Context: an optimization exercise on an open-source flow, tuned for small area. The choices shown serve that exercise and are no tape-out recipe. At most, simulation tests tie the RTL to the original design; equivalence was not proved. Only the layout flow was run in runs 4 to 6; the RTL was not checked for function there. Power figures rest on the tool's default switching activity, not on a simulated workload.

**design/flow/design.v**
```verilog
module dcpu16_alu ( 
   m,
   x, y, z
   );
   output [23:0] m;
   input [15:0]  x;
   input [7:0] 	 y;
   input [15:0]  z;
   assign m = x * y + z;
endmodule  
module dcpu16_ctl ( 
   ireg, pha, opc, rra, rwa, rwe, bra,
   CC, wpc, f_dti, clk, ena, rst
   );
   output [15:0] ireg;
   output [1:0]  pha;
   output [3:0]  opc;
   output [2:0]  rra,
		 rwa;
   output 	 rwe;
   output 	 bra;
   input 	 CC;
   input 	 wpc;
   input [15:0]  f_dti;
   input 	 clk,
		 ena,
		 rst;
   reg 			bra;
   reg [15:0] 		ireg;
   reg [3:0] 		opc;
   reg [1:0] 		pha;
   reg [2:0] 		rra;
   reg [2:0] 		rwa;
   reg 			rwe;
   wire [5:0] 		decA, decB;
   wire [3:0] 		decO;
   assign {decB, decA, decO} = ireg;
   wire 		Fbra = (ireg[4:0] == 5'h10);
   always @(posedge clk)
     if (rst)
       pha <= 2'h0;
     else if (ena)
       pha <= pha + 1;
   always @(posedge clk)
     if (rst) begin
	ireg <= 16'h0;
	opc <= 4'h0;
     end else if (ena & (pha == 2'o2)) begin
	ireg <= (wpc | Fbra) ? 16'd1 : f_dti;
	opc <= ireg[3:0];
     end
   reg _bra;
   always @(posedge clk)
     if (rst) begin
	_bra <= 1'h0;
	bra <= 1'h0;
     end else if (ena) begin
	if (pha == 2'o0)
	  {bra, _bra} <= {_bra & CC, (ireg[5:0] == 6'h10)};
	else
	  bra <= 1'b0;
     end
   reg _rwe;
   always @(posedge clk)
     if (rst) begin
	_rwe <= 1'h0;
	rra <= 3'h0;
	rwa <= 3'h0;
	rwe <= 1'h0;
     end else if (ena) begin
	rra <= pha[0] ? decA[2:0] : decB[2:0];
	rwe <= (pha == 2'o0) & _rwe & CC & (opc[3:2] != 2'o3);
	if (pha == 2'o2) begin
	   rwa <= decA[2:0];
	   _rwe <= (decA[5:3] == 3'o0) & (decO != 4'h0);
	end
     end
endmodule  
module dcpu16_mbus ( 
   g_adr, g_stb, g_wre, f_adr, f_stb, f_wre, f_dto, ena, wpc, rwd,
   g_dti, g_ack, f_dti, f_ack, bra, rrd, ireg, opc, pha, clk, rst, CC
   );
   output [15:0] g_adr;
   output 	 g_stb,
		 g_wre;
   input [15:0]  g_dti;
   input 	 g_ack;
   output [15:0] f_adr;
   output 	 f_stb,
		 f_wre;
   output [15:0] f_dto;
   input [15:0]  f_dti;
   input 	 f_ack;
   output 	 ena;
   output 	 wpc;
   output [15:0] rwd;
   output 	 CC;
   input 	 bra;
   input [15:0]  rrd;
   input [15:0]  ireg;
   input [3:0] 	 opc;
   input [1:0] 	 pha;
   input 	 clk,
		 rst;
   reg 			g_stb;
   reg 			f_stb;
   reg 			f_wre;
   reg [15:0] 		regA;
   reg [15:0] 		regB;
   reg 			wpc;
   reg 			wsp;
   reg [15:0] 		regSP,
			regPC;
   reg 			CC;
   reg [15:0] 		regO;
   reg [15:0] 		regR;
   assign ena = (f_stb ~^ f_ack) & (g_stb ~^ g_ack);  
   wire [5:0] 		decA, decB;
   wire [3:0] 		decO;
   assign {decB, decA, decO} = ireg;
   wire 		Fjsr = (ireg[4:0] == 5'h10);
   wire [5:0] 		ed = (pha[0]) ? decB : decA;
   wire 		Eind = (ed[5:3] == 3'o1);  
   wire 		Enwr = (ed[5:3] == 3'o2);  
   wire 		Epop = (ed[5:0] == 6'h18);  
   wire 		Epek = (ed[5:0] == 6'h19);  
   wire 		Epsh = (ed[5:0] == 6'h1A);  
   wire 		Ersp = (ed[5:0] == 6'h1B);  
   wire 		Erpc = (ed[5:0] == 6'h1C);  
   wire 		Erro = (ed[5:0] == 6'h1D);  
   wire 		Enwi = (ed[5:0] == 6'h1E);  
   wire 		Esht = ed[5];  
   wire [5:0] 		fg = (pha[0]) ? decA : decB;
   wire 		Fdir = (fg[5:3] == 3'o0);  
   wire 		Find = (fg[5:3] == 3'o1);  
   wire 		Fnwr = (fg[5:3] == 3'o2);  
   wire 		Fspi = (fg[5:0] == 6'h18);  
   wire 		Fspr = (fg[5:0] == 6'h19);  
   wire 		Fspd = (fg[5:0] == 6'h1A);  
   wire 		Frsp = (fg[5:0] == 6'h1B);  
   wire 		Frpc = (fg[5:0] == 6'h1C);  
   wire 		Fnwi = (fg[5:0] == 6'h1E);  
   wire 		Fnwl = (fg[5:0] == 6'h1F);  
   wire 		Fnw = Fnwr | Fnwi | Fnwl;  
   wire 		Fmem = Find | Fnwr | Fspr | Fspi | Fspd | Fnwi;
   wire [15:0] 		pcInc = regPC + 16'd1;
   wire [15:0] 		pcDec = regPC - 16'd1;
   wire [15:0] 		rpc = (wpc) ? regR : (bra) ? regB : regPC;
   always @(posedge clk)
     if (rst) begin
	regPC <= 16'h0;
	wpc <= 1'h0;
     end else if (ena) begin
	case (pha)
	  2'o1: regPC <= rpc;
	  2'o2: regPC <= pcInc;
	  default: if (Fnw) regPC <= pcInc;
	endcase
	if (pha == 2'o1)
	  wpc <= Frpc & CC;
     end
   wire [15:0] 		spInc = regSP + 16'd1;
   wire [15:0] 		spDec = regSP - 16'd1;
   always @(posedge clk)
     if (rst) begin
	regSP <= 16'hFFFF;
	wsp <= 1'h0;
     end else if (ena) begin
	case (pha)
	  2'o1: if (wsp) regSP <= regR;
	  2'o3: if (Fspi | Fspd | Fjsr) regSP <= (fg[1] | Fjsr) ? spDec : spInc;
	  2'o0: if (Fspi | Fspd) regSP <= (fg[1] | Fjsr) ? spDec : spInc;
	  default: ;
	endcase
	if (pha == 2'o1)
	  wsp <= Frsp & CC;
     end
   wire 		spUp = (ed == 6'h18) & ~(pha[0] & Fjsr);
   wire 		spDn = Fjsr & (pha[0] ? (ed == 6'h18) : (ed == 6'h19));
   wire [15:0] 		spPrev = spUp ? spDec : spDn ? spInc : regSP;
   wire [15:0] 		nxB = (g_stb) ? g_dti : (_rd) ? rrd : regB;
   wire 		sub = pha[1] & (opc[0] | opc[2]);
   wire [15:0] 		adA = (pha[1]) ? regA : rrd;
   wire [15:0] 		adB = nxB ^ {(16){sub}};
   wire [16:0] 		adS = {1'b0, adA} + {1'b0, adB} + {16'd0, sub};
   reg [15:0] 		ec;
   always @* begin
      ec = (Eind) ? rrd :
	   (Enwr) ? adS[15:0] :
	   (Epsh) ? regSP :
	   (Epop | Epek) ? spPrev :
	   (Enwi) ? g_dti :
	   16'h0;
   end
   reg [15:0] 		eaN, eaF;
   always @(posedge clk)
     if (rst) begin
	eaN <= 16'h0;
	eaF <= 16'h0;
     end else if (ena) begin
	case (pha)
	  2'o0: eaN <= (Fjsr) ? regSP : ec;
	  2'o1: begin
	     eaN <= ec;
	     eaF <= eaN;
	  end
	  default: ;
	endcase
     end
   assign g_wre = 1'b0;
   assign g_adr = (pha == 2'o2) ? eaF :
		  (pha == 2'o3) ? eaN :
		  pcDec;
   always @(posedge clk)
     if (rst)
       g_stb <= 1'h0;
     else if (ena)
       g_stb <= (pha[0] ^ pha[1]) ? Fmem : Fnw;
   reg 			_wre;
   always @(posedge clk)
     if (rst) begin
	_wre <= 1'h0;
	f_stb <= 1'h0;
	f_wre <= 1'h0;
     end else if (ena) begin
	if (pha == 2'o1)
	  _wre <= Fmem | Fjsr;
	case (pha)
	  2'o1: {f_stb,f_wre} <= (Fjsr) ? 2'o0 : 2'o2;
	  2'o0: {f_stb,f_wre} <= {_wre, _wre & CC};
	  default: {f_stb,f_wre} <= 2'o0;
	endcase
     end
   assign f_adr = (pha == 2'o1) ? eaF : regPC;
   reg 			_rd;
   reg [15:0] 		opr;
   always @(posedge clk)
     if (rst)
       _rd <= 1'h0;
     else if (ena)
       _rd <= (pha[0] ^ pha[1]) & Fdir;
   always @(posedge clk)
     if (rst) begin
	regA <= 16'h0;
	regB <= 16'h0;
     end else if (ena) begin
	case (pha)
	  2'o0: regA <= opr;
	  2'o2: regA <= (g_stb) ? g_dti :
			(Fjsr) ? regPC :
			(_rd) ? rrd :
			regA;
	  default: ;
	endcase
	case (pha)
	  2'o1: regB <= opr;
	  2'o3: regB <= nxB;
	  default: ;
	endcase
     end
   always @* begin
      opr = (g_stb) ? g_dti :
	    (Ersp) ? regSP :
	    (Erpc) ? regPC :
	    (Erro) ? regO :
	    (Esht) ? {11'd0,ed[4:0]} :
	    16'h0;
   end
   wire 		oShl = (opc == 4'h7);
   wire 		oShr = (opc == 4'h8);
   wire [3:0] 		sht = (pha[1]) ? nxB[3:0] : regB[3:0];
   wire [3:0] 		shs = (oShr) ? -sht : sht;
   wire [7:0] 		yOh = (8'd1 << shs[2:0]) & {(8){shs[3] ^ pha[1]}};
   wire [7:0] 		yB = (pha[1]) ? nxB[7:0] : regB[15:8];
   wire [7:0] 		mY = (oShl | oShr) ? yOh : yB;
   reg [23:0] 		P;
   wire [23:0] 		mM;
   dcpu16_alu
     x0 (.m(mM), .x(regA), .y(mY), .z((pha[1]) ? 16'd0 : P[23:8]));
   wire [31:0] 		prod = {mM, P[7:0]};
   wire 		addOp = (opc[3:1] == 3'b001) | (opc[3:2] == 2'b11);
   always @(posedge clk)
     if (ena & (pha == 2'o3))
       P <= (addOp) ? {7'd0, adS[16] ^ sub, adS[15:0]} : mM;
   wire 		c = P[16];
   wire 		z16 = (P[15:0] == 16'd0);
   wire 		shlBig = |regB[15:5];
   wire 		shrBig = |regB[15:4];
   assign f_dto = regR;
   assign rwd = regR;
   always @(posedge clk)
     if (rst) begin
	CC <= 1'h0;
	regO <= 16'h0;
	regR <= 16'h0;
     end else if (ena & (pha == 2'o0)) begin
	case (opc)
	  4'h2: regO <= {15'd0,c};
	  4'h3: regO <= {(16){c}};
	  4'h4: regO <= prod[31:16];
	  4'h7: regO <= (shlBig) ? 16'd0 : (regB[4]) ? prod[15:0] : prod[31:16];
	  4'h8: regO <= (shrBig) ? 16'd0 : (regB[3:0] == 4'd0) ? prod[15:0] : prod[31:16];
	  default: ;
	endcase
	case (opc)
	  4'h0: regR <= regA;
	  4'h1: regR <= regB;
	  4'h2: regR <= P[15:0];
	  4'h3: regR <= P[15:0];
	  4'h4: regR <= prod[15:0];
	  4'h7: regR <= (shlBig | regB[4]) ? 16'd0 : prod[15:0];
	  4'h9: regR <= regA & regB;
	  4'hA: regR <= regA | regB;
	  4'hB: regR <= regA ^ regB;
	  default: regR <= 16'h0;
	endcase
	case (opc)
	  4'hC: CC <= z16;
	  4'hD: CC <= ~z16;
	  4'hE: CC <= ~c & ~z16;
	  4'hF: CC <= |(regA & regB);
	  default: CC <= 1'b1;
	endcase
     end
endmodule  
module dcpu16_regs ( 
   rrd,
   rwd, rra, rwa, rwe, ena, clk
   );
   output [15:0] rrd;  
   input [15:0]  rwd;  
   input [2:0] 	 rra,  
		 rwa;  
   input 	 rwe;  
   input 	 ena,
		 clk;
   reg [15:0] 	 file [0:7];
   assign rrd = file[rra];
   always @(posedge clk)
     if (ena & rwe)
       file[rwa] <= rwd;
endmodule  
module dcpu16_cpu ( 
   g_wre, g_stb, g_dto, g_adr, f_wre, f_stb, f_dto, f_adr,
   rst, g_dti, g_ack, f_dti, f_ack, clk
   );
   output [15:0] f_adr;
   output [15:0] f_dto;
   output 	 f_stb;
   output 	 f_wre;
   output [15:0] g_adr;
   output [15:0] g_dto;
   output 	 g_stb;
   output 	 g_wre;
   input 	 clk;
   input 	 f_ack;
   input [15:0]  f_dti;
   input 	 g_ack;
   input [15:0]  g_dti;
   input 	 rst;
   wire 	 CC, bra, ena, rwe, wpc;
   wire [15:0] 	 ireg, rrd, rwd;
   wire [3:0] 	 opc;
   wire [1:0] 	 pha;
   wire [2:0] 	 rra, rwa;
   assign g_dto = f_dto;
   dcpu16_ctl
     c0 (.ireg(ireg), .pha(pha), .opc(opc), .rra(rra), .rwa(rwa), .rwe(rwe),
	 .bra(bra), .CC(CC), .wpc(wpc), .f_dti(f_dti), .clk(clk), .ena(ena),
	 .rst(rst));
   dcpu16_mbus
     m0 (.g_adr(g_adr), .g_stb(g_stb), .g_wre(g_wre), .f_adr(f_adr),
	 .f_stb(f_stb), .f_wre(f_wre), .f_dto(f_dto), .ena(ena), .wpc(wpc),
	 .rwd(rwd), .g_dti(g_dti), .g_ack(g_ack), .f_dti(f_dti), .f_ack(f_ack),
	 .bra(bra), .rrd(rrd), .ireg(ireg), .opc(opc), .pha(pha), .clk(clk),
	 .rst(rst), .CC(CC));
   dcpu16_regs
     r0 (.rrd(rrd), .rwd(rwd), .rra(rra), .rwa(rwa), .rwe(rwe), .ena(ena),
	 .clk(clk));
endmodule  
```
**design/flow/run.sh**
```bash
#!/bin/bash
# synth_recipe.tcl (not shown) runs the flow's synth.tcl, then flattens the netlist and writes it again
# the make line also repeats each setting of config.mk as NAME=value (left out here)
make -C /OpenROAD-flow-scripts/flow DESIGN_CONFIG=/design/flow/config.mk WORK_HOME=/design/flow/orfs CLKGATE_MAP_FILE= SYNTH_SCRIPT=/design/flow/synth_recipe.tcl finish
```
**design/flow/config.mk**
```make
export PLATFORM = sky130hd
export DESIGN_NAME = dcpu16_cpu
export DESIGN_NICKNAME = dcpu16_cpu
export VERILOG_FILES = /design/flow/design.v
export SDC_FILE = /design/flow/constraint.sdc
export NUM_CORES = 4
export LEC_CHECK = 0
export CAP_MARGIN = 20
export CORE_MARGIN = 2
export CORE_UTILIZATION = 40
export SLEW_MARGIN = 20
```
**design/flow/constraint.sdc**
```tcl
create_clock -name core_clock -period 10.0 [get_ports {clk}]
set_input_delay 2.0000 -clock core_clock [delete_from_list [all_inputs] [get_ports {clk}]]
set_output_delay 2.0000 -clock core_clock [all_outputs]
set_load 0.01 [all_outputs]
```
==> run summary, run 1 <==
most instantiated cells after synthesis - nand2_1, nor2_1, inv_1, a21oi_1, dfxtp_1
Core Area - 0.06047 sq mm
share of power burned in registers - 33.1%
Layout Cells excl Fill - 3,668
DIE HEIGHT - 251.4 microns
Tmin final - 9346 ps
leakage power - 0.01037 uW
max cap viols - 0
startpoint types - input port
Initial Util - 40.49%
Worst Setup Path Type - input port to flip-flop
register area share after synthesis - 32.62%
initial antenna violation count - 3
max reg flops - 128
GR Util All Layers - 30.67%
largest net degree at the start of global routing - 74
worst hold path type - flip-flop to flip-flop
combinational share of power - 34.9%
Top reg by flops - r0.file
worst slew pin tran - 1113 ps
status - complete, no violations
share of cells above drive strength 1 - 8.703%
CTS tree - done
port buffer count - 102
Area contributors post-synth - edfxtp_1, dfxtp_1, fa_1, nand2_1, ha_1
synthesized area - 0.02448 sq mm
clk buf depth - 3
Syn Inst Count - 2,847
CTS Sinks - 323
Psw - 1792 uW
IO Pins - 104
Worst-Skew Late Latency - 570 ps
Synth cell types - 80
top_reg_cell synth - dfxtp_1
Crit path top cell by count - fa_1
syn_area_per_cell - 8.600 sq um
area delta synth->final - 12.89%
post-route ant nets - 0
Die X - 251.4 microns
routed via count - 22,820
clock skew - 15.58 ps
Routability Congestion - 1.019
Int Pwr - 2891 uW
Max Transition Viols Final - 0
fmax - 0.1070 GHz
hold buffers post-CTS - 0
Hold WS - 457.2 ps
CTS root buf - clkbuf_16
DR pass1 iterations - 6
Nets - 3,092
unrepaired setup endpoints after global routing - no
Num CTS Buffers - 37
num rows - 90
DRT iter0 DRCs - 2,512
Syn Nets - 3,084
vias per cell - 6.222
CP max-delay cell - a31oi_1
Peak VDD IR - 114.8 uV
global-route wire length before repair - 145.0 mm
DRT Wirelength - 97.62 mm
Worst Path Max Fanout - 16
total grt overflow - 0
cell taking the most area after synthesis - edfxtp_1
Post-synth EDFFs - 152
#FFs+latches synth - 323
CP arrival - 9790 ps
count leader, synth - nand2_1
top flop regs - r0.file x128, m0.P x24
async set-reset flop share out of synthesis - 0%
vias in the first global route - 21,760
Post-DP HPWL - 73.12 mm
Critical Path RT - 10,450 ps
clock share of power - 32.1%
clock-pin slew on the worst setup and hold paths - 60 ps
Fin. Hold Viols - 0
Die ar. - 0.06320 sq mm
max incr delay on CP - 650 ps
Cells after DPL - 3,597
Synth warnings - 3
Crit. End Element - flip-flop
H-tree Lvls - 2
Yosys top cell area share - 18.64%
PD cells - 169.4 mW/mm^2
Wirelength per Cell - 26.61 microns
Overall Power - 4682 uW
setup violators final - 0
final worst-path cycle share - 93.46%
drc violations - 0
Max-Slew Margin vs Limit - 23.71%
Switching Share - 38.26%
## cell families (layout without fill, tap and decap cells)
family	Yosys count	count (layout)	synth area share [%]
mux	111	111	6.337
compound gates	749	749	20.39
simple gates	990	990	18.34
fa+ha+maj	201	201	13.37
buf+inv	407	444	6.598
other cells	1	3	0.01532
flops	323	323	32.62
xor+xnor	65	65	2.325
## power by group through the flow
stage | registers [uW] | logic [uW] | clock network (uW)
CTS | 1540 | 1590 | 1520
global route | 1550 | 1750 | 1570
floorplan | 1500 | 1030 | 0
global placement | 1570 | 1570 | 0
detailed placement | 1570 | 1580 | 0
finish | 1550 | 1630 | 1500
## routing by layer
metal,global-route usage [%],part of all wire (%)
met3,6.026,9.2
met4,15.58,5.6
met1,41.67,41
met2,46.48,44
met5,0,0.028
## cell type report
type                       instances  area [sq um]
antenna                            2         5.005
clock inverter                    24         330.3
multi-input combinational       2117         14970
fill                            5839         32830
inverter                         188         705.7
timing repair buffer             188          1662
sequential                       323          7990
clock buffer                      44         993.5
tap                              782         978.4
## cells in the final DEF (no fill, tap or decap), types with 12 or more instances in the layout
cell type	count
nand2_1	341
nor2_1	308
inv_1	188
a21oi_1	172
dfxtp_1	169
o21ai_0	156
edfxtp_1	152
fa_1	101
clkdlybuf4s50_1	101
ha_1	97
buf_4	86
nor3_1	65
and2_1	55
a22oi_1	50
nand3_1	49
mux2i_1	47
a31oi_1	47
nand2b_1	44
xnor2_1	42
o211ai_1	39
a221oi_1	39
clkbuf_16	38
a211oi_1	36
mux4_2	32
mux2_2	32
xor2_1	23
nor4_1	20
nand4_1	18
o22ai_1	17
a21o_1	17
or3_1	16
o31ai_1	16
a22o_1	14
a311oi_1	14
o21a_1	13
o2bb2ai_1	12
## critical path, delay by kind of cell
family | cells | cell delay [ps]
AO/OA/AOI/OAI | 11 | 3160
adder cells (fa/ha/maj) | 6 | 2560
buffers and inverters | 5 | 950
AND/OR/NAND/NOR | 7 | 1110
## path summary, 6_finish.rpt
check | from | endpoint | slack, ps | depth (start not counted)
worst max register to register | flip-flop | m0.regO[12] | 1200 | 27
worst min-delay path | m0.f_wre | m0.f_wre | 460 | 2
worst max-delay path | g_dti[0] | m0.regO[12] | 650 | 29
worst min register to register | m0.f_wre | m0.f_wre | 460 | 2
## per-stage QoR
stage / utilization [%] / setup slack, ps / setup TNS [ps] / instance area [sq um]
final: 45.71 / 653.9 / 0 / 27640
after CTS: 45.66 / 478.8 / 0 / 27610
after floorplan: - / 1383 / 0 / 24480
after global routing: 45.70 / 223.6 / 0 / 27630
after detailed placement: 43.47 / -81.35 / -122.6 / 26290
after global placement: 43.47 / 89.51 / 0 / 26290
## what timing repair did
action,in CTS,in global routing
setup buffers,0,0
gates resized for setup,0,1
setup endpoints to repair,0,2
==> run 2, diff against run 1 <==
--- a/design/flow/design.v
+++ b/design/flow/design.v
@@ -144,23 +144,19 @@
    wire 		Fnw = Fnwr | Fnwi | Fnwl;  
    wire 		Fmem = Find | Fnwr | Fspr | Fspi | Fspd | Fnwi;
    wire [15:0] 		pcInc = regPC + 16'd1;
-   wire [15:0] 		pcDec = regPC - 16'd1;
-   wire [15:0] 		rpc = (wpc) ? regR : (bra) ? regB : regPC;
+   wire 		pcUp = (pha == 2'o2) | (g_stb & ~pha[1]);
+   wire [15:0] 		rpc = (wpc) ? regR : (bra) ? regB : (pcUp) ? pcInc : regPC;
    always @(posedge clk)
      if (rst) begin
 	regPC <= 16'h0;
 	wpc <= 1'h0;
      end else if (ena) begin
-	case (pha)
-	  2'o1: regPC <= rpc;
-	  2'o2: regPC <= pcInc;
-	  default: if (Fnw) regPC <= pcInc;
-	endcase
+	regPC <= (pha == 2'o1) ? rpc : (pcUp) ? pcInc : regPC;
 	if (pha == 2'o1)
 	  wpc <= Frpc & CC;
      end
-   wire [15:0] 		spInc = regSP + 16'd1;
-   wire [15:0] 		spDec = regSP - 16'd1;
+   wire 		spDn = (pha == 2'o1) ? ~Fjsr : (fg[1] | Fjsr);
+   wire [15:0] 		spAdj = regSP + {{(15){spDn}}, 1'b1};
    always @(posedge clk)
      if (rst) begin
 	regSP <= 16'hFFFF;
@@ -168,16 +164,13 @@
      end else if (ena) begin
 	case (pha)
 	  2'o1: if (wsp) regSP <= regR;
-	  2'o3: if (Fspi | Fspd | Fjsr) regSP <= (fg[1] | Fjsr) ? spDec : spInc;
-	  2'o0: if (Fspi | Fspd) regSP <= (fg[1] | Fjsr) ? spDec : spInc;
+	  2'o3: if (Fspi | Fspd | Fjsr) regSP <= spAdj;
+	  2'o0: if (Fspi | Fspd) regSP <= spAdj;
 	  default: ;
 	endcase
 	if (pha == 2'o1)
 	  wsp <= Frsp & CC;
      end
-   wire 		spUp = (ed == 6'h18) & ~(pha[0] & Fjsr);
-   wire 		spDn = Fjsr & (pha[0] ? (ed == 6'h18) : (ed == 6'h19));
-   wire [15:0] 		spPrev = spUp ? spDec : spDn ? spInc : regSP;
    wire [15:0] 		nxB = (g_stb) ? g_dti : (_rd) ? rrd : regB;
    wire 		sub = pha[1] & (opc[0] | opc[2]);
    wire [15:0] 		adA = (pha[1]) ? regA : rrd;
@@ -187,19 +180,18 @@
    always @* begin
       ec = (Eind) ? rrd :
 	   (Enwr) ? adS[15:0] :
-	   (Epsh) ? regSP :
-	   (Epop | Epek) ? spPrev :
+	   (Epsh | Epek) ? regSP :
+	   (Epop) ? spAdj :
 	   (Enwi) ? g_dti :
 	   16'h0;
    end
    reg [15:0] 		eaN, eaF;
+   wire 		aStk = (decA[5:1] == 5'b01100) & ~Fjsr;  
    always @(posedge clk)
-     if (rst) begin
-	eaN <= 16'h0;
-	eaF <= 16'h0;
-     end else if (ena) begin
+     if (ena) begin
 	case (pha)
-	  2'o0: eaN <= (Fjsr) ? regSP : ec;
+	  2'o3: eaN <= regSP;
+	  2'o0: if (~aStk) eaN <= (Fjsr) ? regSP : ec;
 	  2'o1: begin
 	     eaN <= ec;
 	     eaF <= eaN;
@@ -210,7 +202,7 @@
    assign g_wre = 1'b0;
    assign g_adr = (pha == 2'o2) ? eaF :
 		  (pha == 2'o3) ? eaN :
-		  pcDec;
+		  regPC;
    always @(posedge clk)
      if (rst)
        g_stb <= 1'h0;
--- a/design/flow/config.mk
+++ b/design/flow/config.mk
@@ -8,4 +8,5 @@
 export CAP_MARGIN = 20
 export CORE_MARGIN = 2
 export CORE_UTILIZATION = 40
+export CTS_BUF_LIST = sky130_fd_sc_hd__clkbuf_4
 export SLEW_MARGIN = 20
==> run summary, run 2 <==
status - complete, no violations (unchanged)
setup bufs post-CTS - 0 (unchanged)
largest net degree at the start of global routing - 56 (was 74)
drc violations - 0 (unchanged)
Max Transition Viols Final - 0 (unchanged)
Max-Slew Margin vs Limit - 16.94% (was 23.71%)
top flop regs - r0.file x128, m0.P x24 (unchanged)
pre-CTS setup slack - -39.78 ps (was -81.35 ps)
main combinational cell family by area after synthesis - compound AO/OA/AOI/OAI gates (unchanged)
Final Worst Setup Slack - 591.5 ps (was 653.9 ps)
DRT iter0 DRCs - 3,277 (was 2,512)
Synth warnings - 3 (unchanged)
#FFs+latches synth - 323 (unchanged)
Top reg by flops - r0.file (unchanged)
placed inst area - 0.02567 sq mm (was 0.02629 sq mm)
Crit. End Element - flip-flop (unchanged)
post-synthesis compound-gate area fraction - 19.45% (was 20.39%)
vias per cell - 6.108 (was 6.222)
most instantiated cells after synthesis - nand2_1, nor2_1, inv_1, a21oi_1, edfxtp_1 (was nand2_1, nor2_1, inv_1, a21oi_1, dfxtp_1)
hold-critical path depth - 0 (was 2)
post-synthesis xor/xnor area fraction - 2.617% (was 2.325%)
CTS tree - done (unchanged)
Synth cell types - 87 (was 80)
area delta synth->final - 12.87% (was 12.89%)
CTS Sinks - 323 (unchanged)
initial antenna violation count - 8 (was 3)
Post-synth EDFFs - 184 (was 152)
clock skew - 98.58 ps (was 15.58 ps)
cell taking the most area after synthesis - edfxtp_1 (unchanged)
Final Instance Area - 0.02687 sq mm (was 0.02764 sq mm)
Num CTS Buffers - 91 (was 37)
setup TNS - 0 ps (unchanged)
most frequent cells in the layout - nand2_1, nor2_1, inv_1 (unchanged)
fill count - 5,636 (was 5,839)
top_reg_cell synth - edfxtp_1 (was dfxtp_1)
Post-DP HPWL - 71.86 mm (was 73.12 mm)
CP arrival - 9960 ps (was 9790 ps)
Syn Nets - 2,850 (was 3,084)
max reg flops - 128 (unchanged)
Post-Synth Adder-Cell Area - 14.41% (was 13.37%)
CP max-delay cell - a21boi_1 (was a31oi_1)
fmax - 0.1063 GHz (was 0.1070 GHz)
clock-pin slew on the worst setup and hold paths - 70 ps (was 60 ps)
Die ar. - 0.06148 sq mm (was 0.06320 sq mm)
Fin. Hold Viols - 0 (unchanged)
syn_area_per_cell - 9.153 sq um (was 8.600 sq um)
Hold WS - 431.2 ps (was 457.2 ps)
post-route ant nets - 0 (unchanged)
DRT Wirelength - 95.47 mm (was 97.62 mm)
Initial Util - 40.41% (was 40.49%)
mux cell area share after synthesis - 7.190% (was 6.337%)
most common cell after layout, fill and taps aside - nand2_1 (unchanged)
Worst Setup Path Type - input port to flip-flop (unchanged)
total grt overflow - 0 (unchanged)
routed via count - 21,650 (was 22,820)
Routability Congestion - 1.044 (was 1.019)
H-tree Lvls - 3 (was 2)
IO Pins - 104 (unchanged)
Die X - 248.0 microns (was 251.4 microns)
worst hold path type - flip-flop to flip-flop (unchanged)
CTS root buf - clkbuf_4 (was clkbuf_16)
clk buf depth - 3 (unchanged)
port buffer count - 102 (unchanged)
startpoint types - input port (unchanged)
register area share after synthesis - 34.90% (was 32.62%)
DR pass1 iterations - 6 (unchanged)
GR Util All Layers - 31.15% (was 30.67%)
PD cells - 204.4 mW/mm^2 (was 169.4 mW/mm^2)
DIE HEIGHT - 248.0 microns (was 251.4 microns)
leakage power - 0.01053 uW (was 0.01037 uW)
num rows - 89 (was 90)
Core Area - 0.05891 sq mm (was 0.06047 sq mm)
setup violators final - 0 (unchanged)
async set-reset flop share out of synthesis - 0% (unchanged)
max cap viols - 0 (unchanged)
max incr delay on CP - 710 ps (was 650 ps)
Nets - 2,937 (was 3,092)
Peak VDD IR - 87.26 uV (was 114.8 uV)
synthesized area - 0.02381 sq mm (was 0.02448 sq mm)
unrepaired setup endpoints after global routing - no (unchanged)
Worst-Skew Late Latency - 930 ps (was 570 ps)
Overall Power - 5493 uW (was 4682 uW)
Synth Area in Simple Gates - 14.93% (was 18.34%)
Yosys top cell area share - 23.21% (was 18.64%)
worst slew pin tran - 1241 ps (was 1113 ps)
Critical Path RT - 10,550 ps (was 10,450 ps)
reg2reg path depth - 29 (was 27)
post-cts gate resize count - 0 (unchanged)
Syn Inst Count - 2,601 (was 2,847)
hold buffers post-CTS - 0 (unchanged)
count leader, synth - nand2_1 (unchanged)
Area contributors post-synth - edfxtp_1, dfxtp_1, fa_1, ha_1, nand2_1 (was edfxtp_1, dfxtp_1, fa_1, nand2_1, ha_1)
Tmin final - 9408 ps (was 9346 ps)
vias in the first global route - 20,160 (was 21,760)
Worst Path Max Fanout - 10 (was 16)
global-route wire length before repair - 138.3 mm (was 145.0 mm)
final worst-path cycle share - 94.08% (was 93.46%)
Wirelength per Cell - 26.94 microns (was 26.61 microns)
share of cells above drive strength 1 - 12.77% (was 8.703%)
run 2: cell types whose count changed in the layout (fill, tap and decap cells not counted), sizes merged, moves of 15 or more:
cell    change
mux2i      +19
nand2      -24
nor2       -83
clkbuf     +93
clkinv     +16
o21ai      +15
nand2b     -20
dfxtp      -32
a31oi      -16
edfxtp     +32
and2       +23
nor3       -33
a21oi      +16
nand3      -25
run 2: area by class of cell:
class	instances	area, sq um	area share [%]
well taps	773	967.2	3.600
flip-flops and latches	323	8310	30.93
multi-input cells	1895	14040	52.25
inverters	195	732.0	2.724
repair buffers	182	1619	6.026
diodes	6	15.01	0.05588
clock inverters	33	157.7	0.5867
clock buffers	137	1028	3.828
run 2: kinds of logic (layout without fill, tap and decap cells):
group                    count (synthesis)  in the layout
buffers and inverters                  383            547
other                                    1              7
flip-flops                             323            323
adder cells (fa/ha/maj)                213            213
AO/OA/AOI/OAI                          707            707
multiplexers                           124            124
AND/OR/NAND/NOR                        781            781
XOR/XNOR                                69             69
run 2: worst max-delay path: cells and delay by family:
family | cells | cell delay (ps)
XOR/XNOR | 2 | 300
buffers and inverters | 6 | 1080
adder cells (fa/ha/maj) | 6 | 2580
AO/OA/AOI/OAI | 12 | 3570
AND/OR/NAND/NOR | 4 | 400
run 2: per-layer routing:
metal	GRT usage (%)	share of wire (%)	wire length, microns
met5	1.431	0.15	146
met4	15.94	5.7	5405
met3	9.916	13	12160
met2	41.87	40	37880
met1	44.20	42	39880
run 2: power by group:
group          leakage, uW  internal [uW]  switching [uW]
clock             0.000707            634             618
sequential         0.00294           1520             207
combinational      0.00688            837            1680
run 2: worst paths after layout:
| path | startpoint | end | slack, ps |
|---|---|---|---|
| max | g_dti[0] | m0.P[23] | 590 |
| max reg2reg | flip-flop | m0.P[23] | 1050 |
| min reg2reg | m0.eaN[4] | m0.eaF[4] | 430 |
| min | m0.eaN[4] | m0.eaF[4] | 430 |
run 2: metrics by stage:
step,util (%),cells
after floorplan,-,2601
after global placement,43.57,3368
after detailed placement,43.57,3368
after CTS,45.59,3538
after global routing,45.60,3541
final,45.61,3544
==> run 3, diff against run 2 <==
--- a/design/flow/config.mk
+++ b/design/flow/config.mk
@@ -8,5 +8,4 @@
 export CAP_MARGIN = 20
 export CORE_MARGIN = 2
 export CORE_UTILIZATION = 40
-export CTS_BUF_LIST = sky130_fd_sc_hd__clkbuf_4
 export SLEW_MARGIN = 20
==> run summary, run 3 <==
largest net degree at the start of global routing - 56 (unchanged)
Fin. Hold Viols - 0 (unchanged)
Max Transition Viols Final - 0 (unchanged)
post-cts gate resize count - 0 (unchanged)
most common cell after layout, fill and taps aside - nand2_1 (unchanged)
clk buf depth - 3 (unchanged)
IO Pins - 104 (unchanged)
#FFs+latches synth - 323 (unchanged)
Worst Path Max Fanout - 10 (unchanged)
Synth Area in Simple Gates - 14.93% (unchanged)
cell taking the most area after synthesis - edfxtp_1 (unchanged)
CP arrival - 9920 ps (was 9960 ps)
clock skew - 37.45 ps (was 98.58 ps)
Overall Power - 5679 uW (was 5493 uW)
GR Util All Layers - 30.86% (was 31.15%)
setup bufs post-CTS - 0 (unchanged)
Syn Inst Count - 2,601 (unchanged)
Critical Path RT - 10,310 ps (was 10,550 ps)
Worst Setup Path Type - input port to flip-flop (unchanged)
Post-Synth Adder-Cell Area - 14.41% (unchanged)
num rows - 89 (unchanged)
H-tree Lvls - 2 (was 3)
max incr delay on CP - 700 ps (was 710 ps)
startpoint types - input port (unchanged)
CP max-delay cell - a21boi_1 (unchanged)
DR pass1 iterations - 7 (was 6)
vias per cell - 6.165 (was 6.108)
Die ar. - 0.06148 sq mm (unchanged)
async set-reset flop share out of synthesis - 0% (unchanged)
top flop regs - r0.file x128, m0.P x24 (unchanged)
worst hold path type - flip-flop to flip-flop (unchanged)
DRT Wirelength - 94.75 mm (was 95.47 mm)
Layout Utilization - 45.75% (was 45.61%)
Post-synth EDFFs - 184 (unchanged)
drc violations - 0 (unchanged)
mux cell area share after synthesis - 7.190% (unchanged)
DIE HEIGHT - 248.0 microns (unchanged)
DRT iter0 DRCs - 3,094 (was 3,277)
unrepaired setup endpoints after global routing - no (unchanged)
most instantiated cells after synthesis - nand2_1, nor2_1, inv_1, a21oi_1, edfxtp_1 (unchanged)
final worst-path cycle share - 96.09% (was 94.08%)
Crit. End Element - flip-flop (unchanged)
clock-pin slew on the worst setup and hold paths - 60 ps (was 70 ps)
port buffer count - 102 (unchanged)
max reg flops - 128 (unchanged)
Tmin final - 9609 ps (was 9408 ps)
Synth warnings - 3 (unchanged)
fmax - 0.1041 GHz (was 0.1063 GHz)
Initial Util - 40.41% (unchanged)
global-route wire length before repair - 137.3 mm (was 138.3 mm)
Nets - 2,884 (was 2,937)
initial antenna violation count - 7 (was 8)
Wirelength per Cell - 27.54 microns (was 26.94 microns)
area delta synth->final - 13.21% (was 12.87%)
post-synthesis xor/xnor area fraction - 2.617% (unchanged)
CTS Sinks - 323 (unchanged)
max cap viols - 0 (unchanged)
CTS root buf - clkbuf_16 (was clkbuf_4)
status - complete, no violations (unchanged)
post-synthesis compound-gate area fraction - 19.45% (unchanged)
hold buffers post-CTS - 0 (unchanged)
most frequent cells in the layout - nand2_1, nor2_1, inv_1 (unchanged)
Num CTS Buffers - 38 (was 91)
worst slew pin tran - 1203 ps (was 1241 ps)
share of cells above drive strength 1 - 9.719% (was 12.77%)
main combinational cell family by area after synthesis - compound AO/OA/AOI/OAI gates (unchanged)
PD cells - 210.7 mW/mm^2 (was 204.4 mW/mm^2)
Top reg by flops - r0.file (unchanged)
setup violators final - 0 (unchanged)
CTS tree - done (unchanged)
register area share after synthesis - 34.90% (unchanged)
Die X - 248.0 microns (unchanged)
Peak VDD IR - 107.7 uV (was 87.26 uV)
vias in the first global route - 19,790 (was 20,160)
Yosys top cell area share - 23.21% (unchanged)
Max-Slew Margin vs Limit - 19.53% (was 16.94%)
Routability Congestion - 1.044 (unchanged)
count leader, synth - nand2_1 (unchanged)
synthesized area - 0.02381 sq mm (unchanged)
Synth cell types - 87 (unchanged)
Core Area - 0.05891 sq mm (unchanged)
Syn Nets - 2,850 (unchanged)
Area contributors post-synth - edfxtp_1, dfxtp_1, fa_1, ha_1, nand2_1 (unchanged)
leakage power - 0.01042 uW (was 0.01053 uW)
routed via count - 21,210 (was 21,650)
Post-DP HPWL - 71.86 mm (unchanged)
post-route ant nets - 0 (unchanged)
total grt overflow - 0 (unchanged)
syn_area_per_cell - 9.153 sq um (unchanged)
top_reg_cell synth - edfxtp_1 (unchanged)
Worst-Skew Late Latency - 610 ps (was 930 ps)
run 3: cell counts after synthesis:
No cell type changed its count.
run 3: cells by family after synthesis:
kind of cell,after synthesis
xor gates and xnor gates,69
and+or+nand+nor,781
muxes,124
DFF,323
other,1
AOI/OAI and AO/OA,707
adders and majority gates,213
buffers and inverters,383
run 3: critical path: cells and delay by family:
kind / cells / cell delay [ps]
AO/OA/AOI/OAI: 11 / 3350
adder cells (fa/ha/maj): 6 / 2560
buffers and inverters: 6 / 1030
AND/OR/NAND/NOR: 5 / 660
XOR/XNOR: 2 / 300
run 3: worst paths after layout:
check / startpoint / end / slack (ps) / depth (start not counted)
max: g_dti[0] / m0.P[23] / 390 / 30
min: m0.eaN[4] / m0.eaF[4] / 450 / 0
max reg2reg: flip-flop / m0.P[23] / 1140 / 30
min reg2reg: m0.eaN[4] / m0.eaF[4] / 450 / 0
run 3: metal layers:
layer / vias up / global-route usage, % / wire, microns / share of wire [%]
met5: - / 1.272 / 92 / 0.097
met4: 6 / 15.85 / 5380 / 5.7
met3: 237 / 8.878 / 11370 / 12
met2: 1291 / 41.61 / 37520 / 40
met1: 10380 / 44.25 / 40380 / 43
li1: 9298 / - / - / -
run 3: layout make-up:
type	count	area (sq um)
clock inverter	18	255.2
antenna	2	5.005
sequential	323	8310
inverter	195	732.0
multi-input combinational	1895	14040
timing repair buffer	182	1619
fill	5573	31960
tap	773	967.2
clock buffer	52	1023
run 3: through the flow:
stage               worst slack (ps)  TNS [ps]  cell area, sq um  cells  hold slack, ps
floorplan                       1409         0             23810   2601           424.8
global placement               75.20         0             25670   3368           432.6
detailed placement            -39.78    -39.78             25670   3368           438.1
CTS                            519.2         0             26950   3438           450.6
global route                   55.50         0             26950   3439           464.4
finish                         390.9         0             26950   3440           447.9
run 3: power by group:
group | switching [uW] | internal, uW
clock network | 621 | 814
logic | 1680 | 837
registers | 207 | 1520
total | 2510 | 3170
==> run 4, diff against run 3 <==
--- a/design/flow/design.v
+++ b/design/flow/design.v
@@ -51,10 +51,7 @@
      end
    reg _bra;
    always @(posedge clk)
-     if (rst) begin
-	_bra <= 1'h0;
-	bra <= 1'h0;
-     end else if (ena) begin
+     if (ena) begin
 	if (pha == 2'o0)
 	  {bra, _bra} <= {_bra & CC, (ireg[5:0] == 6'h10)};
 	else
@@ -62,14 +59,13 @@
      end
    reg _rwe;
    always @(posedge clk)
-     if (rst) begin
-	_rwe <= 1'h0;
-	rra <= 3'h0;
-	rwa <= 3'h0;
-	rwe <= 1'h0;
-     end else if (ena) begin
+     if (rst)
+       rwe <= 1'h0;
+     else if (ena)
+       rwe <= (pha == 2'o0) & _rwe & CC & (opc[3:2] != 2'o3);
+   always @(posedge clk)
+     if (ena) begin
 	rra <= pha[0] ? decA[2:0] : decB[2:0];
-	rwe <= (pha == 2'o0) & _rwe & CC & (opc[3:2] != 2'o3);
 	if (pha == 2'o2) begin
 	   rwa <= decA[2:0];
 	   _rwe <= (decA[5:3] == 3'o0) & (decO != 4'h0);
@@ -172,14 +168,11 @@
 	  wsp <= Frsp & CC;
      end
    wire [15:0] 		nxB = (g_stb) ? g_dti : (_rd) ? rrd : regB;
-   wire 		sub = pha[1] & (opc[0] | opc[2]);
-   wire [15:0] 		adA = (pha[1]) ? regA : rrd;
-   wire [15:0] 		adB = nxB ^ {(16){sub}};
-   wire [16:0] 		adS = {1'b0, adA} + {1'b0, adB} + {16'd0, sub};
+   wire [15:0] 		nwr = rrd + g_dti;
    reg [15:0] 		ec;
    always @* begin
       ec = (Eind) ? rrd :
-	   (Enwr) ? adS[15:0] :
+	   (Enwr) ? nwr :
 	   (Epsh | Epek) ? regSP :
 	   (Epop) ? spAdj :
 	   (Enwi) ? g_dti :
@@ -227,15 +220,12 @@
    reg 			_rd;
    reg [15:0] 		opr;
    always @(posedge clk)
-     if (rst)
-       _rd <= 1'h0;
-     else if (ena)
+     if (ena)
        _rd <= (pha[0] ^ pha[1]) & Fdir;
    always @(posedge clk)
-     if (rst) begin
-	regA <= 16'h0;
-	regB <= 16'h0;
-     end else if (ena) begin
+     if (rst)
+       regA <= 16'h0;
+     else if (ena) begin
 	case (pha)
 	  2'o0: regA <= opr;
 	  2'o2: regA <= (g_stb) ? g_dti :
@@ -260,22 +250,29 @@
    end
    wire 		oShl = (opc == 4'h7);
    wire 		oShr = (opc == 4'h8);
+   wire 		oMul = (opc == 4'h4);
+   wire 		oSub = (opc == 4'h3) | (opc[3:2] == 2'b11);
+   wire 		oOne = (opc == 4'h2) | oSub;
+   wire 		oZb = oOne;
    wire [3:0] 		sht = (pha[1]) ? nxB[3:0] : regB[3:0];
    wire [3:0] 		shs = (oShr) ? -sht : sht;
    wire [7:0] 		yOh = (8'd1 << shs[2:0]) & {(8){shs[3] ^ pha[1]}};
    wire [7:0] 		yB = (pha[1]) ? nxB[7:0] : regB[15:8];
-   wire [7:0] 		mY = (oShl | oShr) ? yOh : yB;
+   wire [7:0] 		mY = (oShl | oShr) ? yOh :
+			     (oMul) ? yB :
+			     {7'd0, oOne & pha[1]};
+   wire [15:0] 		mX = regA ^ {(16){oSub & pha[1]}};
+   wire [15:0] 		mZ = (pha[1]) ? (nxB & {(16){oZb}}) : P[23:8];
    reg [23:0] 		P;
    wire [23:0] 		mM;
    dcpu16_alu
-     x0 (.m(mM), .x(regA), .y(mY), .z((pha[1]) ? 16'd0 : P[23:8]));
+     x0 (.m(mM), .x(mX), .y(mY), .z(mZ));
    wire [31:0] 		prod = {mM, P[7:0]};
-   wire 		addOp = (opc[3:1] == 3'b001) | (opc[3:2] == 2'b11);
    always @(posedge clk)
      if (ena & (pha == 2'o3))
-       P <= (addOp) ? {7'd0, adS[16] ^ sub, adS[15:0]} : mM;
-   wire 		c = P[16];
-   wire 		z16 = (P[15:0] == 16'd0);
+       P <= mM;
+   wire 		c = prod[16];
+   wire 		zz = (prod[15:0] == 16'hFFFF);  
    wire 		shlBig = |regB[15:5];
    wire 		shrBig = |regB[15:4];
    assign f_dto = regR;
@@ -297,9 +294,8 @@
 	case (opc)
 	  4'h0: regR <= regA;
 	  4'h1: regR <= regB;
-	  4'h2: regR <= P[15:0];
-	  4'h3: regR <= P[15:0];
-	  4'h4: regR <= prod[15:0];
+	  4'h2, 4'h4: regR <= prod[15:0];
+	  4'h3: regR <= ~prod[15:0];
 	  4'h7: regR <= (shlBig | regB[4]) ? 16'd0 : prod[15:0];
 	  4'h9: regR <= regA & regB;
 	  4'hA: regR <= regA | regB;
@@ -307,9 +303,9 @@
 	  default: regR <= 16'h0;
 	endcase
 	case (opc)
-	  4'hC: CC <= z16;
-	  4'hD: CC <= ~z16;
-	  4'hE: CC <= ~c & ~z16;
+	  4'hC: CC <= zz;
+	  4'hD: CC <= ~zz;
+	  4'hE: CC <= ~c & ~zz;
 	  4'hF: CC <= |(regA & regB);
 	  default: CC <= 1'b1;
 	endcase
==> design/flow/flow/run.sh (new file) <==
#!/bin/bash
# Standard ORFS layout, with the port buffers made from the smallest buffer
# cell instead of the platform default. Each tool's output is logged by ORFS
# under orfs/logs; this script's own output goes to run_flow.log.
set -e
export BUFFER_PORTS_ARGS="-buffer_cell sky130_fd_sc_hd__buf_1"
bash standard.sh > run_flow.log 2>&1
==> design/flow/standard.sh (new file) <==
#!/bin/bash
# synth_recipe.tcl (not shown) runs the flow's synth.tcl, then flattens the netlist and writes it again
# the make line also repeats each setting of config.mk as NAME=value (left out here)
make -C /OpenROAD-flow-scripts/flow DESIGN_CONFIG=/design/flow/config.mk WORK_HOME=/design/flow/orfs CLKGATE_MAP_FILE= SYNTH_SCRIPT=/design/flow/synth_recipe.tcl "${@:-finish}"
removed: design/flow/run.sh
==> run summary, run 4 <==
status - complete, no violations (unchanged)
placed inst area - 0.02465 sq mm (was 0.02567 sq mm)
Tmin final - 8914 ps (was 9609 ps)
Area contributors post-synth - edfxtp_1, dfxtp_1, fa_1, ha_1, nor2_1 (was edfxtp_1, dfxtp_1, fa_1, ha_1, nand2_1)
Yosys top cell area share - 26.94% (was 23.21%)
cell taking the most area after synthesis - edfxtp_1 (unchanged)
top_reg_cell synth - edfxtp_1 (unchanged)
GR Util All Layers - 28.39% (was 30.86%)
Fin. Hold Viols - 0 (unchanged)
most frequent cells in the layout - nor2_1, edfxtp_1, nand2_1 (was nand2_1, nor2_1, inv_1)
final worst-path cycle share - 89.14% (was 96.09%)
worst slew pin tran - 1042 ps (was 1203 ps)
Cells after DPL - 3,212 (was 3,368)
H-tree Lvls - 2 (unchanged)
Worst Path Max Fanout - 16 (was 10)
post-cts gate resize count - 0 (unchanged)
drc violations - 0 (unchanged)
setup TNS - 0 ps (unchanged)
Post-DP HPWL - 64.05 mm (was 71.86 mm)
PD cells - 176.7 mW/mm^2 (was 210.7 mW/mm^2)
diode count - 0 (was 2)
Nets - 2,736 (was 2,884)
fmax - 0.1122 GHz (was 0.1041 GHz)
initial antenna violation count - 0 (was 7)
Max Transition Viols Final - 0 (unchanged)
fill count - 5,554 (was 5,573)
CTS root buf - clkbuf_16 (unchanged)
R2R Path End - m0.regO[15] (was m0.P[23])
most instantiated cells after synthesis - nor2_1, edfxtp_1, nand2_1, inv_1, a21oi_1 (was nand2_1, nor2_1, inv_1, a21oi_1, edfxtp_1)
reg2reg path depth - 26 (was 30)
unrepaired setup endpoints after global routing - no (unchanged)
num rows - 88 (was 89)
IO Pins - 104 (unchanged)
clock skew - 14.77 ps (was 37.45 ps)
port buffer count - 102 (unchanged)
async set-reset flop share out of synthesis - 0% (unchanged)
Synth warnings - 3 (unchanged)
DRT iter0 DRCs - 2,261 (was 3,094)
global-route wire length before repair - 128.4 mm (was 137.3 mm)
hold buffers post-CTS - 0 (unchanged)
CP arrival - 9370 ps (was 9920 ps)
DRT Wirelength - 85.47 mm (was 94.75 mm)
post-route ant nets - 0 (unchanged)
synthesized area - 0.02340 sq mm (was 0.02381 sq mm)
DIE HEIGHT - 245.9 microns (was 248.0 microns)
Routability Congestion - 0.9946 (was 1.044)
top flop regs - r0.file x128, m0.P x24 (unchanged)
register area share after synthesis - 36.61% (was 34.90%)
Worst-Skew Late Latency - 570 ps (was 610 ps)
vias in the first global route - 19,700 (was 19,790)
clk buf depth - 3 (unchanged)
total grt overflow - 0 (unchanged)
setup violators final - 0 (unchanged)
Crit. End Element - flip-flop (unchanged)
setup bufs post-CTS - 0 (unchanged)
syn_area_per_cell - 9.604 sq um (was 9.153 sq um)
CTS Sinks - 323 (unchanged)
max reg flops - 128 (unchanged)
Synth cell types - 82 (was 87)
worst hold path type - flip-flop to flip-flop (unchanged)
Post-synth EDFFs - 210 (was 184)
Layout Cells excl Fill - 3,281 (was 3,440)
routed via count - 19,920 (was 21,210)
Top reg by flops - r0.file (unchanged)
Critical Path RT - 10,460 ps (was 10,310 ps)
Die X - 245.9 microns (was 248.0 microns)
CTS tree - done (unchanged)
#FFs+latches synth - 323 (unchanged)
Initial Util - 40.49% (was 40.41%)
CP startpoint - g_dti[0] (unchanged)
Core Area - 0.05781 sq mm (was 0.05891 sq mm)
Syn Nets - 2,686 (was 2,850)
Die ar. - 0.06046 sq mm (was 0.06148 sq mm)
Worst Setup Path Type - input port to flip-flop (unchanged)
Peak VDD IR - 108.2 uV (was 107.7 uV)
startpoint types - input port (unchanged)
largest net degree at the start of global routing - 70 (was 56)
Final Instance Area - 0.02588 sq mm (was 0.02695 sq mm)
Wirelength per Cell - 26.05 microns (was 27.54 microns)
count leader, synth - nor2_1 (was nand2_1)
Num CTS Buffers - 37 (was 38)
most common cell after layout, fill and taps aside - nor2_1 (was nand2_1)
Final Worst Setup Slack - 1086 ps (was 390.9 ps)
worst setup path end - m0.regO[15] (was m0.P[23])
internal reg-to-reg setup slack - 1500 ps (was 1140 ps)
vias per cell - 6.070 (was 6.165)
pre-CTS setup slack - 512.6 ps (was -39.78 ps)
DR pass1 iterations - 6 (was 7)
Max-Slew Margin vs Limit - 30.29% (was 19.53%)
max cap viols - 0 (unchanged)
area delta synth->final - 10.56% (was 13.21%)
share of cells above drive strength 1 - 9.618% (was 9.719%)
clock-pin slew on the worst setup and hold paths - 60 ps (about the same)
leakage power - 0.009673 uW (was 0.01042 uW)
Syn Inst Count - 2,437 (was 2,601)
## run 4: cells by family after synthesis
logic type	count (synthesis)	synth area share (%)
other	1	0.01602
AO/OA/AOI/OAI	633	18.52
flip-flops	323	36.61
AND/OR/NAND/NOR	696	13.27
XOR/XNOR	89	3.330
buffers and inverters	357	6.244
adder cells (fa/ha/maj)	213	14.66
multiplexers	125	7.356
## run 4: report_power, final
group / total, uW / switching (uW) / internal [uW]
Clock: 1380 / 592 / 786
Sequential: 1630 / 123 / 1500
Combinational: 1570 / 1000 / 566
Total: 4570 / 1720 / 2860
## run 4: how the worst min path moves through the flow
stage	depth (start not counted)	end	from	slack [ps]
floorplan	2	flip-flop	c0.rra[2]	420
global placement	2	flip-flop	c0.rra[2]	430
detailed placement	2	flip-flop	c0.rra[0]	430
CTS	0	m0.eaF[7]	m0.eaN[7]	450
global route	0	m0.eaF[13]	m0.eaN[13]	460
finish	0	m0.eaF[7]	m0.eaN[7]	450
## run 4: layer usage
layer  global-route usage (%)  vias up  part of all wire, %
met5                        0        -                    0
met4                    11.52        0                  4.3
met3                    3.940      184                  7.5
met2                    46.24      942                   46
met1                    38.00     9887                   42
li1                         -     8904                    -
## run 4: per-stage QoR
step,hold WS [ps],util [%],power (uW)
finish,446.1,44.77,4573
floorplan,415.3,-,2675
global route,455.2,44.77,4773
CTS,445.2,44.75,4562
detailed placement,433.9,42.64,3185
global placement,426.9,42.63,3159
## run 4: worst max-delay path, cell delays in order
cell       delay [ps]
buf_1             280
nand2_1           180
a2bb2oi_1         170
o21ai_2           150
clkinv_1          320
and4_1            300
o32a_1            350
nand2b_4          180
o221ai_2          690
nand2b_1          170
fa_1              550
inv_1              50
fa_1              500
fa_1              550
inv_1              50
fa_1              480
inv_1              40
ha_1              330
and3_1            250
and3_1            190
a211oi_1          190
o21ai_0           210
a41oi_1           450
a21boi_0          220
mux2i_1           160
a221o_1           340
## run 4: area by class of cell
type	count	area [sq um]	area share, %
flip-flops and latches	323	8571	33.12
well taps	765	957.2	3.699
clock inverters	16	188.9	0.7301
multi-input cells	1757	13490	52.12
clock buffers	52	1032	3.989
repair buffers	171	902.1	3.486
inverters	197	739.5	2.858
==> run 5, diff against run 4 <==
--- a/design/flow/design.v
+++ b/design/flow/design.v
@@ -255,7 +255,7 @@
    wire 		oOne = (opc == 4'h2) | oSub;
    wire 		oZb = oOne;
    wire [3:0] 		sht = (pha[1]) ? nxB[3:0] : regB[3:0];
-   wire [3:0] 		shs = (oShr) ? -sht : sht;
+   wire [3:0] 		shs = sht ^ {(4){oShr}};
    wire [7:0] 		yOh = (8'd1 << shs[2:0]) & {(8){shs[3] ^ pha[1]}};
    wire [7:0] 		yB = (pha[1]) ? nxB[7:0] : regB[15:8];
    wire [7:0] 		mY = (oShl | oShr) ? yOh :
@@ -288,7 +288,7 @@
 	  4'h3: regO <= {(16){c}};
 	  4'h4: regO <= prod[31:16];
 	  4'h7: regO <= (shlBig) ? 16'd0 : (regB[4]) ? prod[15:0] : prod[31:16];
-	  4'h8: regO <= (shrBig) ? 16'd0 : (regB[3:0] == 4'd0) ? prod[15:0] : prod[31:16];
+	  4'h8: regO <= (shrBig) ? 16'd0 : prod[30:15];
 	  default: ;
 	endcase
 	case (opc)
--- a/design/flow/config.mk
+++ b/design/flow/config.mk
@@ -8,4 +8,7 @@
 export CAP_MARGIN = 20
 export CORE_MARGIN = 2
 export CORE_UTILIZATION = 40
+export CTS_BUF_LIST = sky130_fd_sc_hd__clkbuf_16
+export CTS_CLUSTER_DIAMETER = 100
+export CTS_CLUSTER_SIZE = 20
 export SLEW_MARGIN = 20
==> run summary, run 5 <==
CP arrival - 8910 ps (was 9370 ps)
Max Transition Viols Final - 0 (unchanged)
worst slew pin tran - 1216 ps (was 1042 ps)
clk buf depth - 3 (unchanged)
DIE HEIGHT - 247.0 microns (was 245.9 microns)
DRT iter0 DRCs - 2,770 (was 2,261)
Tmin final - 8442 ps (was 8914 ps)
setup violators final - 0 (unchanged)
cell taking the most area after synthesis - edfxtp_1 (unchanged)
total grt overflow - 0 (unchanged)
routed via count - 19,950 (was 19,920)
setup TNS - 0 ps (unchanged)
Peak VDD IR - 198.3 uV (was 108.2 uV)
async set-reset flop share out of synthesis - 0% (unchanged)
Synth warnings - 3 (unchanged)
Top reg by flops - r0.file (unchanged)
fill count - 5,650 (was 5,554)
Area contributors post-synth - edfxtp_1, dfxtp_1, fa_1, ha_1, nand2_1 (was edfxtp_1, dfxtp_1, fa_1, ha_1, nor2_1)
most instantiated cells after synthesis - nand2_1, nor2_1, edfxtp_1, inv_1, a21oi_1 (was nor2_1, edfxtp_1, nand2_1, inv_1, a21oi_1)
Die ar. - 0.06101 sq mm (was 0.06046 sq mm)
vias per cell - 6.061 (was 6.070)
area delta synth->final - 7.448% (was 10.56%)
Hold Path Sink - m0.eaF[7] (unchanged)
Post-DP HPWL - 64.29 mm (was 64.05 mm)
internal reg-to-reg setup slack - 1560 ps (was 1500 ps)
most common cell after layout, fill and taps aside - nand2_1 (was nor2_1)
syn_area_per_cell - 9.505 sq um (was 9.604 sq um)
reg2reg path depth - 24 (was 26)
fmax - 0.1185 GHz (was 0.1122 GHz)
pre-CTS setup slack - 1070 ps (was 512.6 ps)
Max-Slew Margin vs Limit - 18.63% (was 30.29%)
Worst Path Max Fanout - 12 (was 16)
Post-synth EDFFs - 210 (unchanged)
register area share after synthesis - 36.28% (was 36.61%)
Syn Nets - 2,733 (was 2,686)
share of cells above drive strength 1 - 7.705% (was 9.618%)
hold buffers post-CTS - 0 (unchanged)
max cap viols - 0 (unchanged)
top flop regs - r0.file x128, m0.P x24 (unchanged)
worst hold path type - flip-flop to flip-flop (unchanged)
hold-critical path depth - 0 (unchanged)
clock skew - 54.71 ps (was 14.77 ps)
IO Pins - 104 (unchanged)
Hold WS - 453.3 ps (was 446.1 ps)
DR pass1 iterations - 9 (was 6)
global-route wire length before repair - 125.1 mm (was 128.4 mm)
drc violations - 0 (unchanged)
Overall Power - 4286 uW (was 4573 uW)
top_reg_cell synth - edfxtp_1 (unchanged)
H-tree Lvls - 1 (was 2)
vias in the first global route - 19,190 (was 19,700)
synthesized area - 0.02362 sq mm (was 0.02340 sq mm)
CTS Sinks - 323 (unchanged)
post-cts gate resize count - 0 (unchanged)
Worst Setup Path Type - input port to flip-flop (unchanged)
CTS root buf - clkbuf_16 (unchanged)
R2R Path End - m0.regO[8] (was m0.regO[15])
unrepaired setup endpoints after global routing - no (unchanged)
Final Worst Setup Slack - 1558 ps (was 1086 ps)
CTS tree - done (unchanged)
initial antenna violation count - 3 (was 0)
Critical Path RT - 10,470 ps (was 10,460 ps)
Yosys top cell area share - 26.70% (was 26.94%)
Fin. Hold Viols - 0 (unchanged)
Syn Inst Count - 2,485 (was 2,437)
Crit. End Element - flip-flop (unchanged)
Initial Util - 40.25% (was 40.49%)
startpoint types - input port (unchanged)
setup bufs post-CTS - 0 (unchanged)
final worst-path cycle share - 84.42% (was 89.14%)
count leader, synth - nand2_1 (was nor2_1)
Num CTS Buffers - 21 (was 37)
Wirelength per Cell - 25.71 microns (was 26.05 microns)
Worst-Skew Late Latency - 580 ps (was 570 ps)
largest net degree at the start of global routing - 63 (was 70)
Routability Congestion - 1.005 (was 0.9946)
clock-pin slew on the worst setup and hold paths - 90 ps (was 60 ps)
min-delay src - m0.eaN[7] (unchanged)
leakage power - 0.009512 uW (was 0.009673 uW)
most frequent cells in the layout - nand2_1, nor2_1, inv_1 (was nor2_1, edfxtp_1, nand2_1)
port buffer count - 102 (unchanged)
post-route ant nets - 0 (unchanged)
Synth cell types - 90 (was 82)
status - complete, no violations (unchanged)
Core Area - 0.05869 sq mm (was 0.05781 sq mm)
Nets - 2,751 (was 2,736)
PD cells - 168.9 mW/mm^2 (was 176.7 mW/mm^2)
Layout Utilization - 43.24% (was 44.77%)
num rows - 89 (was 88)
max reg flops - 128 (unchanged)
GR Util All Layers - 27.48% (was 28.39%)
DRT Wirelength - 84.65 mm (was 85.47 mm)
Die X - 247.0 microns (was 245.9 microns)
#FFs+latches synth - 323 (unchanged)
[run 5: changes by cell type in the layout (fill, tap and decap cells not counted), sizes merged, moves of 14 or more]
| cell | change |
|---|---|
| clkbuf | -31 |
| inv | +21 |
| nor3 | -19 |
| nand2 | +39 |
| a221o | +14 |
| o21ai | +55 |
| a21oi | -25 |
| nor2 | -20 |
| o211ai | +20 |
[run 5: per-stage QoR]
stage / cell area (sq um) / cells
after floorplan: 23620 / 2485
after global placement: 24740 / 3253
after detailed placement: 24740 / 3253
after CTS: 25360 / 3291
after global routing: 25380 / 3291
final: 25380 / 3292
[run 5: cells by family after synthesis]
logic type / synth area share [%]
compound gates: 19.05
xor+xnor: 3.258
fa+ha+maj: 14.47
buf+inv: 6.405
flops: 36.28
mux: 7.501
other cells: 0.01588
simple gates: 13.02
[run 5: worst max-delay path, stage by stage]
cell	delay, ps
buf_1	280
nand2_1	180
a2bb2oi_1	200
o21a_1	180
nor4_1	500
nand2b_1	170
o221ai_2	610
nand2_1	140
fa_1	510
inv_1	50
fa_1	490
fa_1	560
inv_1	50
fa_1	480
inv_1	50
ha_1	350
o211ai_1	140
o211ai_1	320
a41o_1	340
a21o_1	200
a21oi_1	70
o311ai_0	540
o21ai_0	190
a221oi_1	290
[run 5: area by class of cell]
cell class,instances,area (sq um),area share [%]
Timing Repair Buffer,159,814.5,3.210
Multi-Input combinational cell,1791,13620,53.68
Tap cell,773,967.2,3.811
Clock buffer,21,525.5,2.071
Inverter,207,777.0,3.062
Clock inverter,17,97.59,0.3846
Sequential cell,323,8571,33.77
Antenna cell,1,2.502,0.009860
[run 5: worst max-delay path by stage]
stage,startpoint,endpoint,slack (ps),cells past startpoint
after floorplan,g_dti[2],m0.regO[8],2340,24
after global placement,g_dti[2],m0.regO[8],1210,24
after detailed placement,g_dti[2],m0.regO[8],1070,24
after CTS,flip-flop,m0.regO[8],1580,24
after global routing,g_dti[2],m0.regO[8],1030,24
final,g_dti[2],m0.regO[8],1560,24
[run 5: power by group]
group          internal (uW)  total (uW)  switching (uW)
clock network            394         893             499
registers               1520        1680             155
logic                    583        1720            1140
[run 5: routing by layer]
layer,vias up,wire length (microns),global-route usage (%)
li1,8974,-,-
met1,9856,36350,38.64
met2,935,37260,42.74
met3,184,7667,4.916
met4,4,3342,8.912
met5,-,29,0
==> run 6, diff against run 5 <==
--- a/design/flow/design.v
+++ b/design/flow/design.v
@@ -255,7 +255,7 @@
    wire 		oOne = (opc == 4'h2) | oSub;
    wire 		oZb = oOne;
    wire [3:0] 		sht = (pha[1]) ? nxB[3:0] : regB[3:0];
-   wire [3:0] 		shs = sht ^ {(4){oShr}};
+   wire [3:0] 		shs = (oShr) ? -sht : sht;
    wire [7:0] 		yOh = (8'd1 << shs[2:0]) & {(8){shs[3] ^ pha[1]}};
    wire [7:0] 		yB = (pha[1]) ? nxB[7:0] : regB[15:8];
    wire [7:0] 		mY = (oShl | oShr) ? yOh :
@@ -288,7 +288,7 @@
 	  4'h3: regO <= {(16){c}};
 	  4'h4: regO <= prod[31:16];
 	  4'h7: regO <= (shlBig) ? 16'd0 : (regB[4]) ? prod[15:0] : prod[31:16];
-	  4'h8: regO <= (shrBig) ? 16'd0 : prod[30:15];
+	  4'h8: regO <= (shrBig) ? 16'd0 : (regB[3:0] == 4'd0) ? prod[15:0] : prod[31:16];
 	  default: ;
 	endcase
 	case (opc)
==> design/flow/run.sh (new file) <==
#!/bin/bash
# synth_recipe.tcl (not shown) runs the flow's synth.tcl, then flattens the netlist and writes it again
# the make line also repeats each setting of config.mk as NAME=value (left out here)
make -C /OpenROAD-flow-scripts/flow DESIGN_CONFIG=/design/flow/config.mk WORK_HOME=/design/flow/orfs CLKGATE_MAP_FILE= SYNTH_SCRIPT=/design/flow/synth_recipe.tcl finish
removed: design/flow/flow/run.sh
removed: design/flow/standard.sh
==> run summary, run 6 <==
status - complete, no violations (unchanged)
Fin. Hold Viols - 0 (unchanged)
max incr delay on CP - 690 ps (was 610 ps)
Worst path top cell family by delay - adder cells (was compound AO/OA/AOI/OAI gates)
unrepaired setup endpoints after global routing - no (unchanged)
initial antenna violation count - 0 (was 3)
H-tree Lvls - 1 (unchanged)
DIE HEIGHT - 245.9 microns (was 247.0 microns)
combinational share of power - 38.8% (was 40.1%)
Worst-Skew Late Latency - 580 ps (about the same)
Post-synth EDFFs - 210 (unchanged)
Peak VDD IR - 141.3 uV (was 198.3 uV)
Hold WS - 447.8 ps (was 453.3 ps)
setup bufs post-CTS - 0 (unchanged)
clock share of power - 21.7% (was 20.8%)
Nets - 2,715 (was 2,751)
setup TNS - 0 ps (unchanged)
DR pass1 iterations - 9 (unchanged)
Die ar. - 0.06046 sq mm (was 0.06101 sq mm)
Overall Power - 4134 uW (was 4286 uW)
DRT Wirelength - 85.31 mm (was 84.65 mm)
leakage power - 0.009653 uW (was 0.009512 uW)
share of cells above drive strength 1 - 8.545% (was 7.705%)
Synth cell types - 82 (was 90)
Psw - 1622 uW (was 1789 uW)
most common cell after layout, fill and taps aside - nor2_1 (was nand2_1)
Yosys top cell area share - 26.94% (was 26.70%)
Max-Slew Margin vs Limit - 21.56% (was 18.63%)
Max Transition Viols Final - 0 (unchanged)
clock skew - 50.14 ps (was 54.71 ps)
fill count - 5,486 (was 5,650)
top_reg_cell synth - edfxtp_1 (unchanged)
Post-DP HPWL - 63.46 mm (was 64.29 mm)
Wirelength per Cell - 26.28 microns (was 25.71 microns)
CTS Sinks - 323 (unchanged)
worst hold path type - flip-flop to flip-flop (unchanged)
diode count - 0 (was 1)
Worst Path Max Fanout - 16 (was 12)
setup violators final - 0 (unchanged)
DRT iter0 DRCs - 2,487 (was 2,770)
top flop regs - r0.file x128, m0.P x24 (unchanged)
Layout Utilization - 44.78% (was 43.24%)
synthesized area - 0.02340 sq mm (was 0.02362 sq mm)
CP max-delay cell - o221ai_2 (unchanged)
global-route wire length before repair - 127.0 mm (was 125.1 mm)
PD cells - 159.7 mW/mm^2 (was 168.9 mW/mm^2)
syn_area_per_cell - 9.604 sq um (was 9.505 sq um)
post-cts gate resize count - 0 (unchanged)
CTS tree - done (unchanged)
## run 6: cell count changes after synthesis, sizes merged, moves of 19 or more
cell / delta
o21ai: -55
nand2: -39
a21oi: +25
nor2: +20
o211ai: -20
nor3: +19
## run 6: per-stage QoR
| stage | setup WS (ps) | area [sq um] |
|---|---|---|
| detailed placement | 203.5 | 25260 |
| floorplan | 1891 | 23400 |
| finish | 697.5 | 25890 |
| global placement | 326.8 | 25260 |
| global route | 224.7 | 25890 |
| CTS | 779.9 | 25880 |
## run 6: layout make-up
type | count | area (sq um) | area share, %
multi-input combinational | 1757 | 13500 | 52.13
sequential | 323 | 8571 | 33.11
timing repair buffer | 166 | 1499 | 5.791
tap | 765 | 957.2 | 3.698
inverter | 197 | 739.5 | 2.857
clock buffer | 21 | 525.5 | 2.030
clock inverter | 17 | 98.84 | 0.3818
## run 6: routing by layer
layer | up-vias | share of wire (%) | global-route usage (%)
met2 | 1054 | 47 | 46.36
met5 | - | 0 | 0
met4 | 0 | 4.6 | 11.03
met3 | 176 | 8.1 | 2.947
li1 | 8847 | - | -
met1 | 9846 | 41 | 37.74
## run 6: worst paths after layout
kind / startpoint / end / slack [ps] / cells past startpoint
setup reg to reg: flip-flop / m0.regO[15] / 1200 / 26
hold / removal: c0.rra[2] / flip-flop / 450 / 2
setup / recovery: g_dti[0] / m0.regO[15] / 700 / 27
hold reg to reg: c0.rra[2] / flip-flop / 450 / 2
## run 6: cells by family (layout without fill, tap and decap cells)
kind of cell | Yosys count | in the layout | synth area share (%)
mux | 125 | 125 | 7.356
buf+inv | 357 | 401 | 6.244
flops | 323 | 323 | 36.61
simple gates | 696 | 696 | 13.27
compound gates | 633 | 633 | 18.52
other cells | 1 | 1 | 0.01602
xor+xnor | 89 | 89 | 3.330
fa+ha+maj | 213 | 213 | 14.66
## run 6: power groups by stage
stage / clock (uW) / combinational, uW / sequential (uW)
3_3_place_gp: 0 / 1530 / 1660
2_1_floorplan: 0 / 1100 / 1580
5_1_grt: 945 / 1720 / 1640
3_5_place_dp: 0 / 1550 / 1660
6_report: 896 / 1600 / 1630
4_1_cts: 914 / 1560 / 1630
## run 6: worst register-to-register path: cells and delay by family, from the launching register on
family                     cells  cell delay, ps
and+or+nand+nor                5             780
muxes                          3            1520
adders and majority gates      6            2660
AOI/OAI and AO/OA              8            2620
buffers and inverters          4             380
DFF                            1             750

Check on run 6: ideal ports give 0.698 ns setup slack; a clkbuf_16 on the clock port and buf_2 on the inputs give 0.730 ns; moving port delays by the midpoint clock arrival (0.618 ns) as well gives 0.112 ns.
